Source: an optimization exercise on an open RTL-to-GDS flow (aim: small area). Production flows keep margins and buffers that such runs may drop. The RTL was checked by simulation tests, not by an equivalence proof against the original design. Power and IR drop assume default switching activity.

// DE10_LITE_Golden_Top
module DE10_LITE_Golden_Top(
	input 		          		ADC_CLK_10,
	input 		          		reset,
	output		     [7:0]		HEX0,
	output		     [7:0]		HEX1,
	output		     [7:0]		HEX2,
	output		     [7:0]		HEX3,
	output		     [7:0]		HEX4,
	output		     [7:0]		HEX5,
	input 		     [1:0]		KEY,
	output		     [9:0]		LEDR,
	input 		     [9:0]		SW
);
clock: 12.0 ns
lec_check: 0
cap_margin: 20
core_margin: 2
core_utilization: 40
slew_margin: 20
standard.sh (not shown) runs the stock make flow with config.mk's settings and CLKGATE_MAP_FILE= SYNTH_SCRIPT=/design/flow/synth_recipe.tcl, a recipe that flattens the netlist after the stock synthesis.
==> flow/flow/run.sh <==
#!/bin/bash
# Own layout flow: the standard synthesis; then the combinational logic
# between the same registers is mapped again with a stronger ABC area script
# (a few seeds, the smallest netlist kept); then the standard layout from
# that netlist, with the smallest buffer on every port and a clock tree
# without dummy loads.
set -euo pipefail
HERE=$(cd "$(dirname "${BASH_SOURCE[0]}")" && pwd)
WORK=$(pwd)
R=$WORK/orfs/results/$FLOW_PLATFORM/DE10_LITE_Golden_Top/base
LIB=$FLOW_HOME/platforms/$FLOW_PLATFORM/lib/sky130_fd_sc_hd__tt_025C_1v80.lib
YOSYS=$(command -v yosys || echo "$FLOW_HOME/../tools/install/yosys/bin/yosys")
SEEDS=${SEEDS:-"1 2 3 4 5 6 7 8"}
# seeds 4 and 8 map with map -a, the others with amap
script_for() { case $1 in 4|8) echo "$HERE/strong_map.abc" ;; *) echo "$HERE/strong.abc" ;; esac; }

# 1. standard synthesis
bash standard.sh synth > "$WORK/log_1_synth.log" 2>&1

# 2. remap the logic around the registers
cp "$R/1_2_yosys.v" "$WORK/std_1_2_yosys.v"
"$YOSYS" -p "read_liberty -lib $LIB; read_verilog $WORK/std_1_2_yosys.v; hierarchy -top $FLOW_TOP; write_json $WORK/std.json" > "$WORK/log_2_tojson.log" 2>&1
python3 "$HERE/unmap.py" "$LIB" "$WORK/std.json" "$FLOW_TOP" "$WORK/unmapped.v" > "$WORK/log_3_unmap.log" 2>&1
# the platform's DONT_USE_CELLS
DU="-dont_use sky130_fd_sc_hd__probe_p_8 -dont_use sky130_fd_sc_hd__probec_p_8"
for c in $(grep -o 'cell ("sky130_fd_sc_hd__lpflow_[a-z0-9_]*")' "$LIB" | sed 's/cell ("\(.*\)")/\1/'); do DU="$DU -dont_use $c"; done
for s in $SEEDS; do
  sed "s/&deepsyn /\&deepsyn -S $s /" "$(script_for $s)" > "$WORK/strong_$s.abc"
  cat > "$WORK/reopt_$s.ys" <<EOS
read_liberty -lib $LIB
read_verilog $WORK/unmapped.v
hierarchy -top $FLOW_TOP
proc
opt_clean
techmap
opt -fast
abc -liberty $LIB -script $WORK/strong_$s.abc $DU
opt_clean -purge
splitnets
opt_clean -purge
hilomap -hicell sky130_fd_sc_hd__conb_1 HI -locell sky130_fd_sc_hd__conb_1 LO
insbuf -buf sky130_fd_sc_hd__buf_1 A X
opt_clean -purge
check -assert -mapped
tee -o $WORK/reopt_$s.stat stat -liberty $LIB
write_verilog -noattr -nohex -nodec $WORK/reopt_$s.v
EOS
  "$YOSYS" -s "$WORK/reopt_$s.ys" > "$WORK/log_4_reopt_$s.log" 2>&1 &
  # at most NUM_CORES at a time
  while (( $(jobs -rp | wc -l) >= ${NUM_CORES:-4} )); do sleep 1; done
done
wait
best=""
for s in $SEEDS; do
  [[ -s "$WORK/reopt_$s.v" && -f "$WORK/reopt_$s.stat" ]] || { echo "seed $s: failed" >> "$WORK/log_4_reopt_pick.log"; continue; }
  a=$(grep "Chip area" "$WORK/reopt_$s.stat" | awk '{print $NF}')
  echo "seed $s: $a" >> "$WORK/log_4_reopt_pick.log"
  if [[ -z "$best" ]] || awk "BEGIN{exit !($a < $besta)}"; then best=$s; besta=$a; fi
done
echo "kept seed $best" >> "$WORK/log_4_reopt_pick.log"
cp "$WORK/reopt_$best.v" "$R/1_2_yosys.v"
touch "$R/1_2_yosys.v"

# 3. standard layout from the new netlist
bash standard.sh \
  BUFFER_PORTS_ARGS="-buffer_cell sky130_fd_sc_hd__buf_1" \
  CTS_ARGS="-sink_clustering_enable -repair_clock_nets -dont_use_dummy_load -buf_list sky130_fd_sc_hd__clkbuf_4" \
  finish > "$WORK/log_5_layout.log" 2>&1
==> flow/flow/strong.abc <==
strash
&get -n
&deepsyn -T 300
&put
amap
topo
==> flow/flow/strong_map.abc <==
strash
&get -n
&deepsyn -T 300
&put
dch -f
map -a
mfs2
strash
dch -f
map -a
topo
Other scripts of this flow, unchanged in this note and not shown: flow/flow/unmap.py
Rerun with:
--- a/flow/flow/run.sh
+++ b/flow/flow/run.sh
@@ -12,5 +12,5 @@
 YOSYS=$(command -v yosys || echo "$FLOW_HOME/../tools/install/yosys/bin/yosys")
-SEEDS=${SEEDS:-"1 2 3 4 5 6 7 8"}
-# seeds 4 and 8 map with map -a, the others with amap
-script_for() { case $1 in 4|8) echo "$HERE/strong_map.abc" ;; *) echo "$HERE/strong.abc" ;; esac; }
+SEEDS=${SEEDS:-"1 2 3 4 5 6 7 8 9 10 11 12"}
+# seeds 4, 8 and 12 map with map -a, the others with amap
+script_for() { case $1 in 4|8|12) echo "$HERE/strong_map.abc" ;; *) echo "$HERE/strong.abc" ;; esac; }
 
The new run ran to the end with no violations.
Wire length is unchanged.
Total power is unchanged.
Utilization stays the same.
Area after synthesis is unchanged.
Synthesized cell count does not change.
Register-to-register slack stays flat.
Clock-buffer cell count stays the same.
Design area stays the same.
Setup slack is unchanged.
Global-route usage stays the same.
Rerun with:
--- a/flow/flow/run.sh
+++ b/flow/flow/run.sh
@@ -12,5 +12,5 @@
 YOSYS=$(command -v yosys || echo "$FLOW_HOME/../tools/install/yosys/bin/yosys")
-SEEDS=${SEEDS:-"1 2 3 4 5 6 7 8 9 10 11 12"}
-# seeds 4, 8 and 12 map with map -a, the others with amap
-script_for() { case $1 in 4|8|12) echo "$HERE/strong_map.abc" ;; *) echo "$HERE/strong.abc" ;; esac; }
+SEEDS=${SEEDS:-"1 2 3 4 5 6 7 8"}
+# seeds 4 and 8 map with map -a, the others with amap
+script_for() { case $1 in 4|8) echo "$HERE/strong_map.abc" ;; *) echo "$HERE/strong.abc" ;; esac; }
 
==> flow/flow/strong.abc (replaced) <==
strash
&get -n
&deepsyn -T 150
&put
amap
topo
==> flow/flow/strong_map.abc (replaced) <==
strash
&get -n
&deepsyn -T 150
&put
dch -f
map -a
mfs2
strash
dch -f
map -a
topo
Effect: Power is lower by 6.9%; synthesized cell count stays flat; via count is higher by 2.1%; die area rose by 1.1%.

## afterwards: timing with drivers on the ports
Ports are ideal in the flow. The routed layouts listed here were re-timed in OpenROAD. Step 1: set_driving_cell puts a clkbuf_16 on ADC_CLK_10 and a buf_2 on each other input, an assumption about the parent block. Step 2 moves the port delays by t, midway between the first and last clock arrival at a register: inputs arrive t later, outputs are due t later. That takes back most of the time a late clock gives input paths. Slacks: ideal / step 1 / step 2; pairs: ideal / step 1.
run	t (ns)	setup WS [ns]	worst register clock-pin slew, ns
the first run	0.340	3.364 / 3.338 / 3.338	0.09 / 0.09
the second run	0.340	3.364 / 3.338 / 3.338	0.09 / 0.09
the third run	0.344	2.858 / 2.837 / 2.837	0.10 / 0.10
After both steps setup and hold are still met in every run listed.
